This is an optimization exercise on Yosys and OpenROAD, whose aim is small area, not a production implementation.
At most, simulation tests tie the RTL to the original design; equivalence was not proved.
No activity file was given, so power comes from the tool's default toggle rates.

job 6611:
// apb_spi_master
module apb_spi_master (
    input  wire        pclk_i,
    input  wire        rst_n_i,
    input  wire        psel_i,
    input  wire        penable_i,
    input  wire [ 3:0] paddr_i,
    input  wire        pwrite_i,
    input  wire [31:0] pwdata_i,
    output reg  [31:0] prdata_o,
    output wire        pready_o,
    output reg         spi_clk_o,
    output reg         spi_sdo_o,
    output wire        spi_cs_n_o,
    input  wire        spi_sdi_i
);
Size in the first run: ~1,200 cells after synthesis, about 78 I/O pins.
export LEC_CHECK = 0
export CAP_MARGIN = 20
export CORE_MARGIN = 2
export CORE_UTILIZATION = 40
export SLEW_MARGIN = 20
export SYNTH_HIERARCHICAL = 1
export SYNTH_MINIMUM_KEEP_SIZE = 0
create_clock -name core_clock -period 5.0 [get_ports {pclk_i}]
standard.sh (not shown) runs the stock make flow with config.mk's settings and CLKGATE_MAP_FILE= SYNTH_SCRIPT=/design/flow/synth_recipe.tcl, a recipe that flattens the netlist after the stock synthesis.
==> flow/flow/run.sh <==
#!/bin/bash
# Standard layout, with the port buffers made of the smallest buffer cell
# (the default picks a much larger delay cell) and a clock tree without
# dummy balancing loads.
set -euo pipefail
export BUFFER_PORTS_ARGS="-buffer_cell sky130_fd_sc_hd__buf_1"
export CTS_ARGS="-sink_clustering_enable -repair_clock_nets -sink_clustering_size 16 -sink_clustering_max_diameter 50 -buf_list {sky130_fd_sc_hd__clkbuf_2 sky130_fd_sc_hd__clkbuf_4 sky130_fd_sc_hd__clkbuf_8} -dont_use_dummy_load"
bash standard.sh > standard_flow.log 2>&1
[inputs] job 4943 vs job 6611
diff --git a/flow/flow/run.sh b/flow/flow/run.sh
--- a/flow/flow/run.sh
+++ b/flow/flow/run.sh
@@ -7 +7 @@
-export CTS_ARGS="-sink_clustering_enable -repair_clock_nets -sink_clustering_size 16 -sink_clustering_max_diameter 50 -buf_list {sky130_fd_sc_hd__clkbuf_2 sky130_fd_sc_hd__clkbuf_4 sky130_fd_sc_hd__clkbuf_8} -dont_use_dummy_load"
+export CTS_ARGS="-sink_clustering_enable -repair_clock_nets -sink_clustering_size 16 -sink_clustering_max_diameter 60 -buf_list {sky130_fd_sc_hd__clkbuf_2 sky130_fd_sc_hd__clkbuf_4 sky130_fd_sc_hd__clkbuf_8} -dont_use_dummy_load"
==> comparison <==
- Compared with job 6611, in job 4943 cell count saw a decrease; wire length lower; setup slack now smaller; first-iteration DRC count shrank by about 3.5%.
- Run comparison: job 6611 slowest stage cell on the critical path sky130_fd_sc_hd__nor4_2; job 4943 slowest stage cell on the critical path sky130_fd_sc_hd__nor4_4

---

apb_spi_master, a different RTL version from the one above (not shown whole).
For scale: roughly 1300 cells after synthesis, about 350 flip-flops, ~78 I/O pins, about 15000 um2 of cells after synthesis.
Settings: LEC_CHECK=0, CAP_MARGIN=0, CORE_MARGIN=2, CORE_UTILIZATION=40, CTS_BUF_LIST=sky130_fd_sc_hd__clkbuf_2 sky130_fd_sc_hd__clkbuf_4 sky130_fd_sc_hd__clkbuf_8, CTS_CLUSTER_DIAMETER=60, CTS_CLUSTER_SIZE=20, SLEW_MARGIN=0; clock period 5.0 ns.
run.sh (not shown) runs the stock make flow with config.mk's settings and CLKGATE_MAP_FILE= SYNTH_SCRIPT=/design/flow/synth_recipe.tcl, a recipe that flattens the netlist after the stock synthesis.
Stock flow here: none of the scripts above is used.
The baseline passed the timing, design-rule and antenna checks.
Then changed:
Settings changed: CAP_MARGIN 0 to 20, CTS_BUF_LIST sky130_fd_sc_hd__clkbuf_2 sky130_fd_sc_hd__clkbuf_4 sky130_fd_sc_hd__clkbuf_8 to not set, CTS_CLUSTER_DIAMETER 60 to not set, CTS_CLUSTER_SIZE 20 to not set, SLEW_MARGIN 0 to 20.
After rerunning: Total power grows by 15%; utilization grows by 1.6 points; clock power grows by 53%; die area is unchanged; first-iteration DRC count grows by 2.0%; synthesized area stays the same; maximum frequency stays flat; cell area grows by 3.4%; count of clock-buffer cells in the layout grows by 26; final cell count grows by 0.86%; worst hold slack is better by 0.13 ns.
Function was not checked in any run of this note: the RTL went through the layout flow alone.

## afterwards: timing with drivers on the ports
In the flow no input, the clock included, has a driving cell. The finished layouts below were timed again as built, in two steps.
Step 1 (the two cells are an assumption about what drives the block):
set clk [get_ports {pclk_i}]
set_driving_cell -lib_cell sky130_fd_sc_hd__clkbuf_16 $clk
set_driving_cell -lib_cell sky130_fd_sc_hd__buf_2 [delete_from_list [all_inputs] $clk]
Step 2, shift: input delay + t, output delay - t, t = (earliest + latest rising clock arrival at the registers) / 2. This alone moves slack from input paths to output paths.
a / b / c = ideal / step 1 / step 2; a / b = the first two.
run | t, ns | setup WS [ns] | slew at the worst register clock pin (ns) | worst slew at a driven data input, ns
job 6611 | 0.600 | 0.317 / 0.317 / 0.317 | 0.10 / 0.10 | 0.09
job 4943 | 0.652 | 0.259 / 0.259 / 0.259 | 0.10 / 0.10 | 0.08
the first run of note 2 | 0.681 | 0.358 / 0.358 / 0.358 | 0.12 / 0.12 | 0.11
the second run of note 2 | 0.572 | 0.350 / 0.350 / 0.350 | 0.06 / 0.06 | 0.11
After both steps setup and hold are still met in every run listed.
